Background: an optimization exercise with open tools, aiming at small area, a short achievable clock period and few clock cycles per item. Do not read the settings as production practice. In this exercise RTL edits were held to simulation tests only and were not proved equivalent to the original.

Setup of wip/quartz:
==> flow/design.v (excerpt) <==
module btc_sha256d(
    input clk,
    input rst_n,
    input start,
    input [639:0] header,
    output done,
    output [255:0] hash
    );
    localparam [31:0] IV0 = 32'h6a09e667, IV1 = 32'hbb67ae85,
                      IV2 = 32'h3c6ef372, IV3 = 32'ha54ff53a,
                      IV4 = 32'h510e527f, IV5 = 32'h9b05688c,
                      IV6 = 32'h1f83d9ab, IV7 = 32'h5be0cd19;
    function [31:0] kn;
        input [5:0] i;
        begin
            case (i)
                6'd0: kn = 32'h71374491; 6'd1: kn = 32'hb5c0fbcf; 6'd2: kn = 32'he9b5dba5; 6'd3: kn = 32'h3956c25b;
                6'd4: kn = 32'h59f111f1; 6'd5: kn = 32'h923f82a4; 6'd6: kn = 32'hab1c5ed5; 6'd7: kn = 32'hd807aa98;
                6'd8: kn = 32'h12835b01; 6'd9: kn = 32'h243185be; 6'd10: kn = 32'h550c7dc3; 6'd11: kn = 32'h72be5d74;
                6'd12: kn = 32'h80deb1fe; 6'd13: kn = 32'h9bdc06a7; 6'd14: kn = 32'hc19bf174; 6'd15: kn = 32'he49b69c1;
                6'd16: kn = 32'hefbe4786; 6'd17: kn = 32'h0fc19dc6; 6'd18: kn = 32'h240ca1cc; 6'd19: kn = 32'h2de92c6f;
                6'd20: kn = 32'h4a7484aa; 6'd21: kn = 32'h5cb0a9dc; 6'd22: kn = 32'h76f988da; 6'd23: kn = 32'h983e5152;
                6'd24: kn = 32'ha831c66d; 6'd25: kn = 32'hb00327c8; 6'd26: kn = 32'hbf597fc7; 6'd27: kn = 32'hc6e00bf3;
                6'd28: kn = 32'hd5a79147; 6'd29: kn = 32'h06ca6351; 6'd30: kn = 32'h14292967; 6'd31: kn = 32'h27b70a85;
                6'd32: kn = 32'h2e1b2138; 6'd33: kn = 32'h4d2c6dfc; 6'd34: kn = 32'h53380d13; 6'd35: kn = 32'h650a7354;
                6'd36: kn = 32'h766a0abb; 6'd37: kn = 32'h81c2c92e; 6'd38: kn = 32'h92722c85; 6'd39: kn = 32'ha2bfe8a1;
                6'd40: kn = 32'ha81a664b; 6'd41: kn = 32'hc24b8b70; 6'd42: kn = 32'hc76c51a3; 6'd43: kn = 32'hd192e819;
                6'd44: kn = 32'hd6990624; 6'd45: kn = 32'hf40e3585; 6'd46: kn = 32'h106aa070; 6'd47: kn = 32'h19a4c116;
                6'd48: kn = 32'h1e376c08; 6'd49: kn = 32'h2748774c; 6'd50: kn = 32'h34b0bcb5; 6'd51: kn = 32'h391c0cb3;
                6'd52: kn = 32'h4ed8aa4a; 6'd53: kn = 32'h5b9cca4f; 6'd54: kn = 32'h682e6ff3; 6'd55: kn = 32'h748f82ee;
                6'd56: kn = 32'h78a5636f; 6'd57: kn = 32'h84c87814; 6'd58: kn = 32'h8cc70208; 6'd59: kn = 32'h90befffa;
  ...
Size in the first run: ~5600 cells after synthesis, ~1100 flip-flops, roughly 900 I/O pins, roughly 53000 sq um of cells after synthesis.
Settings: LEC_CHECK=0, CAP_MARGIN=20, CORE_MARGIN=2, CORE_UTILIZATION=45, CTS_CLUSTER_DIAMETER=120, CTS_CLUSTER_SIZE=24, PLACE_DENSITY=0.75, SLEW_MARGIN=20; clock period 12.0 ns.
standard.sh (not shown) runs the stock make flow with config.mk's settings and CLKGATE_MAP_FILE= SYNTH_SCRIPT=/design/flow/synth_recipe.tcl, a recipe that flattens the netlist after the stock synthesis.
==> flow/flow/run.sh <==
#!/bin/bash
set -euo pipefail
MARGIN=${MARGIN:-7.5}
bash standard.sh \
  SETUP_SLACK_MARGIN=$MARGIN \
  "BUFFER_PORTS_ARGS=-buffer_cell sky130_fd_sc_hd__buf_1" \
  finish > flow_make.log 2>&1
Testbench counts of wip/quartz, summed over its fixed seeds: cycles 9,936, hashes 48.
--- input diff wip/quartz..wip/violet ---
-- flow/config.mk --
<<< wip/quartz, line 10
export CORE_UTILIZATION = 45
>>> wip/violet, line 10
export CORE_UTILIZATION = 55
<<< wip/quartz, line 13
export PLACE_DENSITY = 0.75
>>> wip/violet, line 13
Notes after the runs:
Of the two values seen for origin of the worst setup path, e[25]$_SDFFE_PP0P_ was produced by wip/violet and e[20]$_SDFFE_PP0P_ by wip/quartz.
On starting utilization of the core area: between wip/quartz and wip/violet, it ends up higher for wip/violet.
Final clock period utilization by the worst path: wip/violet < wip/quartz
wip/violet: wire length of the first global-routing pass 5.5% below wip/quartz
As of wip/violet, number of buffers inserted to repair setup after CTS had fallen by a little under 10% compared to wip/quartz.
The number of nets in the final layout on wip/violet is in line with that on wip/quartz.
There was hardly any difference in clock network area share between wip/violet and wip/quartz.
Relative to wip/quartz, wip/violet improves worst setup slack.

-- separate check: timing with driven ports --
The flow's constraints put no driver on any port. The routed layouts listed below were extracted and timed again, unchanged, in two steps. Step 1 sets driving cells, clkbuf_16 on the clock port and buf_2 on the other inputs (assumed; they add their load-dependent delay and slew). Step 2 adds t to the input delays and takes it off the output delays; t is the mean of the earliest and latest rising clock arrival at the registers after step 1. Input paths then give back, and output paths get back, about the clock's delay inside the block. Slacks: ideal ports / drivers / drivers and shift; pairs: ideal ports / drivers.
run | t, ns | slack for setup (ns) | worst setup path after step 2 | worst register clock-pin slew, ns | worst slew at a driven data input, ns
wip/quartz | 0.815 | 7.147 / 7.147 / 6.632 | input to register | 0.12 / 0.12 | 0.30
wip/violet | 0.791 | 7.238 / 7.238 / 6.529 | input to register | 0.11 / 0.11 | 0.38
After both steps setup and hold are still met in every run listed. The setup slack of wip/violet, which loses most, moves by 0.000 ns with the drivers and by -0.709 ns with both steps.
